Context: an optimization exercise on an open-source flow, tuned for small area. The choices shown serve that exercise and are no tape-out recipe. At most, simulation tests tie the RTL to the original design; equivalence was not proved.

==> run C <==
Design main, start of the top module:
module main(
    input clock,
    input [7:0] Instruction,
    input reset,
    output [7:0] read_address,
    output [6:0] BCD_output1,
    output [6:0] BCD_output2,
    output [6:0] BCD_output3,
    output [6:0] BCD_output4
    );
clock: 10.0 ns
lec_check: 0
cap_margin: 20
core_margin: 2
core_utilization: 60
slew_margin: 20
synth_hierarchical: 1
synth_minimum_keep_size: 0
standard.sh (not shown) runs the stock make flow with config.mk's settings and CLKGATE_MAP_FILE= SYNTH_SCRIPT=/design/flow/synth_recipe.tcl, a recipe that flattens the netlist after the stock synthesis.
==> flow/flow/run.sh <==
#!/bin/bash
set -uo pipefail
bash standard.sh 'BUFFER_PORTS_ARGS=-buffer_cell sky130_fd_sc_hd__buf_1' \
  'CTS_ARGS=-sink_clustering_enable -repair_clock_nets -sink_clustering_size 25 -sink_clustering_max_diameter 50 -buf_list sky130_fd_sc_hd__clkbuf_8 -dont_use_dummy_load' \
  finish > standard_sh.log 2>&1
==> inputs of run G, as changes to run C <==
--- a/flow/design.v
+++ b/flow/design.v
@@ -138,14 +138,14 @@
             if (we_m1) m1b0 <= b[0];
             pc <= pcn;
             r0 <= r0n; r1 <= r1n; r2 <= r2n; r3 <= r3n;
         end
     end
     assign read_address = pc;
-    blk_seg_small u_s1 (.v(wd[3:0]), .seg(BCD_output1));
-    blk_seg_small u_s2 (.v(wd[7:4]), .seg(BCD_output2));
+    blk_seg_fast  u_s1 (.v(wd[3:0]), .seg(BCD_output1));
+    blk_seg_fast  u_s2 (.v(wd[7:4]), .seg(BCD_output2));
     blk_seg_small u_s3 (.v(pc[3:0]), .seg(BCD_output3));
     blk_seg_small u_s4 (.v(pc[7:4]), .seg(BCD_output4));
 endmodule
 module blk_seg_small(input [3:0] v, output [6:0] seg);
     wire n13;
     wire n14;
@@ -190,12 +190,63 @@
     c_a31oi_1 u21 (.A1(n22), .A2(n18), .A3(n17), .B1(n30), .Y(seg[3]));
     c_nor2_1 u22 (.A(n16), .B(n21), .Y(n31));
     c_nand2_1 u23 (.A(n20), .B(n31), .Y(seg[2]));
     c_o22a_1 u24 (.A1(v[0]), .A2(n23), .B1(n25), .B2(n28), .X(seg[0]));
     c_a32oi_1 u25 (.A1(n22), .A2(n18), .A3(n17), .B1(n24), .B2(v[0]), .Y(seg[6]));
 endmodule
+module blk_seg_fast(input [3:0] v, output [6:0] seg);
+    wire n13;
+    wire n14;
+    wire n15;
+    wire n16;
+    wire n17;
+    wire n18;
+    wire n19;
+    wire n20;
+    wire n21;
+    wire n22;
+    wire n23;
+    wire n24;
+    wire n25;
+    wire n26;
+    wire n27;
+    wire n28;
+    wire n29;
+    wire n30;
+    wire n31;
+    wire n32;
+    wire n33;
+    c_inv_1 u0 (.A(v[0]), .Y(n13));
+    c_inv_1 u1 (.A(v[2]), .Y(n14));
+    c_inv_1 u2 (.A(v[3]), .Y(n15));
+    c_and2_1 u3 (.A(v[1]), .B(v[0]), .X(n16));
+    c_nor2_1 u4 (.A(v[2]), .B(n16), .Y(n17));
+    c_nor2_1 u5 (.A(v[1]), .B(n14), .Y(n18));
+    c_nand3b_1 u6 (.A_N(v[1]), .B(v[0]), .C(v[2]), .Y(n19));
+    c_nand2_1 u7 (.A(v[3]), .B(n19), .Y(n20));
+    c_nor2_1 u8 (.A(v[1]), .B(v[0]), .Y(n21));
+    c_a21bo_1 u9 (.A1(v[1]), .A2(v[0]), .B1_N(v[2]), .X(n22));
+    c_nor2_1 u10 (.A(n14), .B(n21), .Y(n23));
+    c_nor2_1 u11 (.A(n21), .B(n22), .Y(n24));
+    c_o32a_1 u12 (.A1(v[3]), .A2(n21), .A3(n22), .B1(n17), .B2(n20), .X(seg[5]));
+    c_nand2b_1 u13 (.A_N(v[1]), .B(v[0]), .Y(n25));
+    c_a21o_1 u14 (.A1(v[2]), .A2(n25), .B1(n15), .X(n26));
+    c_nand2b_1 u15 (.A_N(v[2]), .B(v[1]), .Y(n27));
+    c_nor2_1 u16 (.A(v[0]), .B(n27), .Y(n28));
+    c_o21ai_1 u17 (.A1(v[3]), .A2(n28), .B1(n26), .Y(seg[4]));
+    c_a21o_1 u18 (.A1(n14), .A2(n25), .B1(v[3]), .X(n29));
+    c_nor2_1 u19 (.A(n14), .B(n15), .Y(n30));
+    c_o21ai_1 u20 (.A1(v[1]), .A2(v[2]), .B1(v[3]), .Y(n31));
+    c_o21ai_1 u21 (.A1(n13), .A2(v[2]), .B1(n22), .Y(n32));
+    c_o22a_1 u22 (.A1(n24), .A2(n29), .B1(n31), .B2(n32), .X(seg[3]));
+    c_o21ai_1 u23 (.A1(v[0]), .A2(n18), .B1(n31), .Y(seg[2]));
+    c_o21a_1 u24 (.A1(v[1]), .A2(v[0]), .B1(n22), .X(n33));
+    c_o21ai_1 u25 (.A1(v[3]), .A2(n33), .B1(n20), .Y(seg[1]));
+    c_a32oi_1 u26 (.A1(n15), .A2(n22), .A3(n27), .B1(n30), .B2(n21), .Y(seg[0]));
+    c_o22a_1 u27 (.A1(n17), .A2(n26), .B1(n29), .B2(n23), .X(seg[6]));
+endmodule
 module blk_dec(input [7:0] I, output is_lw, output is_sw, output is_addj, output [3:0] sa, output [3:0] sb, output [3:0] we);
     wire n25;
     wire n26;
     wire n27;
     wire n28;
     wire n29;
@@ -340,12 +391,18 @@
     c_nand4_1 u71 (.A(I[6]), .B(n54), .C(n88), .D(n90), .Y(n_rhi0x));
     c_nand3_1 u72 (.A(n85), .B(n89), .C(n91), .Y(n_rhi[7]));
 endmodule
 module c_a2111o_1(input A1, input A2, input B1, input C1, input D1, output X);
     assign X = (A1&A2) | (B1) | (C1) | (D1);
 endmodule
+module c_a21bo_1(input A1, input A2, input B1_N, output X);
+    assign X = (A1&A2) | (~B1_N);
+endmodule
+module c_a21o_1(input A1, input A2, input B1, output X);
+    assign X = (A1&A2) | (B1);
+endmodule
 module c_a222oi_1(input A1, input A2, input B1, input B2, input C1, input C2, output Y);
     assign Y = (~A1&~B1&~C1) | (~A1&~B1&~C2) | (~A1&~B2&~C1) | (~A2&~B1&~C1) | (~A1&~B2&~C2) | (~A2&~B1&~C2) | (~A2&~B2&~C1) | (~A2&~B2&~C2);
 endmodule
 module c_a22o_1(input A1, input A2, input B1, input B2, output X);
     assign X = (B1&B2) | (A1&A2);
 endmodule
@@ -390,27 +447,36 @@
 module c_nand2b_1(input A_N, input B, output Y);
     assign Y = (A_N) | (~B);
 endmodule
 module c_nand3_1(input A, input B, input C, output Y);
     assign Y = (~A) | (~B) | (~C);
 endmodule
+module c_nand3b_1(input A_N, input B, input C, output Y);
+    assign Y = (A_N) | (~B) | (~C);
+endmodule
 module c_nand4_1(input A, input B, input C, input D, output Y);
     assign Y = (~A) | (~B) | (~C) | (~D);
 endmodule
 module c_nor2_1(input A, input B, output Y);
     assign Y = (~A&~B);
 endmodule
+module c_o21a_1(input A1, input A2, input B1, output X);
+    assign X = (A1&B1) | (A2&B1);
+endmodule
 module c_o21ai_1(input A1, input A2, input B1, output Y);
     assign Y = (~A1&~A2) | (~B1);
 endmodule
 module c_o22a_1(input A1, input A2, input B1, input B2, output X);
     assign X = (A1&B1) | (A2&B1) | (A1&B2) | (A2&B2);
 endmodule
 module c_o311a_1(input A1, input A2, input A3, input B1, input C1, output X);
     assign X = (A1&B1&C1) | (A2&B1&C1) | (A3&B1&C1);
 endmodule
+module c_o32a_1(input A1, input A2, input A3, input B1, input B2, output X);
+    assign X = (A1&B1) | (A1&B2) | (A2&B1) | (A3&B1) | (A2&B2) | (A3&B2);
+endmodule
 module c_xnor2_1(input A, input B, output Y);
     assign Y = (~A&~B) | (A&B);
 endmodule
 module c_xor2_1(input A, input B, output X);
     assign X = (A&~B) | (~A&B);
 endmodule
==> flow/run.sh (new file) <==
#!/bin/bash
# synth_recipe.tcl (not shown) runs the flow's synth.tcl, then flattens the netlist and writes it again
# the make line also repeats each setting of config.mk as NAME=value (left out here)
make -C /OpenROAD-flow-scripts/flow DESIGN_CONFIG=/design/flow/config.mk WORK_HOME=/design/flow/orfs CLKGATE_MAP_FILE= SYNTH_SCRIPT=/design/flow/synth_recipe.tcl finish
CORE_UTILIZATION = 40   (was 60)
CTS_BUF_LIST = sky130_fd_sc_hd__clkbuf_8   (was unset)
CTS_CLUSTER_DIAMETER = 60   (was unset)
CTS_CLUSTER_SIZE = 20   (was unset)
removed: flow/flow/run.sh
removed: flow/standard.sh
==> inputs of run Y, as changes to run C <==
--- a/flow/design.v
+++ b/flow/design.v
@@ -52,12 +52,18 @@
         for (w = 0; w < 32; w = w + 1) begin : g_sel
             c_nor2_1 u_r (.A(n_rlo[w % 4]), .B(n_rhi[w / 4]), .Y(rsel[w]));
             c_nor2_1 u_w (.A(n_wlo[w % 4]), .B(n_whi[w / 4]), .Y(wsel[w]));
         end
     endgenerate
     c_nor2_1 u_r1x (.A(n_rlo[1]), .B(n_rhi0x), .Y(rsel1x));
+    wire [31:0] nwsel;
+    generate
+        for (w = 0; w < 32; w = w + 1) begin : g_nws
+            c_inv_1 u (.A(wsel[w]), .Y(nwsel[w]));
+        end
+    endgenerate
     wire [7:0] d0, d1;
     generate
         for (i = 0; i < 8; i = i + 1) begin : g_d
             assign d0[i] = b[i];     
             c_nand2b_1 u_d1 (.A_N(b[i]), .B(ready), .Y(d1[i]));
         end
@@ -68,15 +74,16 @@
             localparam [7:0] INIT = (w < 16) ? w : ((256 - (w - 16)) % 256);
             reg [7:0] m;
             for (i = 0; i < 8; i = i + 1) begin : g_bit
                 if (w == 1 && i == 0) begin : g_x
                     assign mq[w][i] = m1b0;
                 end else begin : g_f
+                    wire nx;
+                    c_a22o_1 u_n (.A1(wsel[w]), .A2(INIT[i] ? d1[i] : d0[i]), .B1(nwsel[w]), .B2(m[i]), .X(nx));
                     always @(posedge clock)
-                        if (wsel[w])
-                            m[i] <= INIT[i] ? d1[i] : d0[i];
+                        m[i] <= nx;
                     assign mq[w][i] = m[i];
                 end
             end
         end
     endgenerate
     wire [7:0] wd;
@@ -109,26 +116,23 @@
             c_a22o_1 u_2 (.A1(we[2]), .A2(wd[i]), .B1(nwe[2]), .B2(r2[i]), .X(r2n[i]));
             c_a22o_1 u_3 (.A1(we[3]), .A2(wd[i]), .B1(nwe[3]), .B2(r3[i]), .X(r3n[i]));
         end
     endgenerate
     wire [7:0] pcn;
     wire [7:0] cp;
-    wire isj, lox, i0, i1, sgn, y7;
-    c_and2_1   u_j   (.A(Instruction[7]), .B(Instruction[6]), .X(isj));
-    c_nand2_1  u_i0  (.A(isj), .B(Instruction[0]), .Y(i0));
-    c_xor2_1   u_lox (.A(Instruction[1]), .B(Instruction[0]), .X(lox));
-    c_and2_1   u_i1  (.A(isj), .B(lox), .X(i1));
-    c_and3b_1  u_sg  (.A_N(Instruction[0]), .B(Instruction[1]), .C(isj), .X(sgn));
-    c_ha_1     u_p0  (.A(pc[0]), .B(i0), .SUM(pcn[0]), .COUT(cp[1]));
-    c_fa_1     u_p1  (.A(pc[1]), .B(i1), .CIN(cp[1]), .SUM(pcn[1]), .COUT(cp[2]));
+    wire s0, s1, y7;
+    c_and3_1   u_ps0 (.A(Instruction[7]), .B(Instruction[6]), .C(Instruction[0]), .X(s0));
+    c_and3_1   u_ps1 (.A(Instruction[7]), .B(Instruction[6]), .C(Instruction[1]), .X(s1));
+    c_xnor2_1  u_p0  (.A(pc[0]), .B(s0), .Y(pcn[0]));
+    c_or2_1    u_c1  (.A(pc[0]), .B(s0), .X(cp[1]));
     generate
-        for (i = 2; i < 7; i = i + 1) begin : g_pc
-            c_fa_1 u (.A(pc[i]), .B(sgn), .CIN(cp[i]), .SUM(pcn[i]), .COUT(cp[i+1]));
+        for (i = 1; i < 7; i = i + 1) begin : g_pc
+            c_fa_1 u (.A(pc[i]), .B(s1), .CIN(cp[i]), .SUM(pcn[i]), .COUT(cp[i+1]));
         end
     endgenerate
-    c_xnor2_1 u_p7a (.A(pc[7]), .B(sgn), .Y(y7));
+    c_xnor2_1 u_p7a (.A(pc[7]), .B(s1), .Y(y7));
     c_xnor2_1 u_p7  (.A(y7), .B(cp[7]), .Y(pcn[7]));
     always @(posedge clock or posedge reset) begin
         if (reset) begin
             ready <= 1'b0;
             m1b0 <= 1'b1;
             pc <= 8'd0;
@@ -405,12 +409,15 @@
 module c_o22a_1(input A1, input A2, input B1, input B2, output X);
     assign X = (A1&B1) | (A2&B1) | (A1&B2) | (A2&B2);
 endmodule
 module c_o311a_1(input A1, input A2, input A3, input B1, input C1, output X);
     assign X = (A1&B1&C1) | (A2&B1&C1) | (A3&B1&C1);
 endmodule
+module c_or2_1(input A, input B, output X);
+    assign X = (A) | (B);
+endmodule
 module c_xnor2_1(input A, input B, output Y);
     assign Y = (~A&~B) | (A&B);
 endmodule
 module c_xor2_1(input A, input B, output X);
     assign X = (A&~B) | (~A&B);
 endmodule
==> flow/flow/run.sh (replaced) <==
#!/bin/bash
set -uo pipefail
bash standard.sh 'BUFFER_PORTS_ARGS=-buffer_cell sky130_fd_sc_hd__buf_1' \
  'CTS_ARGS=-sink_clustering_enable -repair_clock_nets -sink_clustering_size 20 -sink_clustering_max_diameter 60 -buf_list sky130_fd_sc_hd__clkbuf_8 -dont_use_dummy_load' \
  finish > standard_sh.log 2>&1
==> results_dict.tcl <==
set metrics [dict create \
    outcome "timing/DRC/antenna clean" \
    yosysSeqAreaShare_pct 52.0 \
    vdd_drop_max_v 0.000350 \
    core_area_um2 19400 \
    nWellTaps 265 \
    clock_area_share_pct 2.28 \
    p_clk_share_pct 12.3 \
    fin_cells 1423 \
    synth_area_leaders "dfxtp_1 43%, a22o_1 21%, a222oi_1 8.8%" \
]
-- figures above: run Y

==> results_dict.tcl <==
set metrics [dict create \
    worstMarginPinSlew_ns 0.961 \
    worst-path-stages 26 \
    drc 0 \
    p_clk_share_pct 15.2 \
    synthDistinctLibCells 29 \
    outcome "timing/DRC/antenna clean" \
    yosysSeqAreaShare_pct 72.2 \
    r2r-start "r2[2]$_DFF_PP0_" \
    multi_input_area_share_pct 24.9 \
    nWellTaps 265 \
    core_area_um2 19600 \
    fin_cells 1142 \
    clock_area_share_pct 2.65 \
    worst_slack_ns 0.322 \
    cts_tree "built" \
    vdd_drop_max_v 0.000167 \
    synth_area_leaders "edfxtp_1 64%, a222oi_1 8.6%, dfrtp_1 8.5%" \
    min_to "r3[6]$_DFF_PP0_" \
]
-- figures above: run C

==> results_dict.tcl <==
set metrics [dict create \
    numCtsBuffers 25 \
    synth_area_leaders "edfxtp_1 63%, a222oi_1 8.6%, dfrtp_1 8.4%" \
    power.group.top "registers" \
    core_area_um2 29800 \
    nWellTaps 390 \
    yosysSeqAreaShare_pct 71.7 \
    vdd_drop_max_v 0.000186 \
    start_kind "input port" \
    p_clk_share_pct 17.0 \
    outcome "timing/DRC/antenna clean" \
    timing.fmax_mhz 103 \
    synthAdderAreaFrac_pct 2.18 \
    num_vias 8055 \
    clock_area_share_pct 3.76 \
    ff_latch_area_um2 8710 \
    wl_um 31800 \
    fin_cells 1321 \
]
-- figures above: run G

The RTL of run G was laid out without a check of its function.

-- static timing again, ports no longer ideal --
How much do the figures lean on ideal ports? The routed layouts below were timed once more, with nothing changed but the port constraints.
Step 1 (the two cells are an assumption about what drives the block):
set clk [get_ports {clock}]
set_driving_cell -lib_cell sky130_fd_sc_hd__clkbuf_16 $clk
set_driving_cell -lib_cell sky130_fd_sc_hd__buf_2 [delete_from_list [all_inputs] $clk]
Step 2 times the ports against the registers' clock, not the clock port: input delays grow and output delays shrink by t, the midpoint of the rising clock arrivals with the driver on.
Slacks: ideal / step 1 / step 2; pairs: ideal / step 1.
run | shift t [ns] | slack for setup (ns) | worst setup path at the end | clock arrival spread, ns | worst register clock-pin slew, ns
run C | 0.591 | 0.322 / 0.297 / 0.297 | input to output | 0.084 / 0.084 | 0.12 / 0.12
run G | 0.616 | 0.249 / 0.226 / 0.226 | input to output | 0.029 / 0.030 | 0.12 / 0.12
run Y | 0.580 | 0.489 / 0.467 / 0.467 | input to output | 0.090 / 0.089 | 0.12 / 0.12
After both steps setup and hold are still met in every run listed. For run C, which loses most, drivers alone change the setup slack by -0.025 ns; drivers and shift together by -0.025 ns.
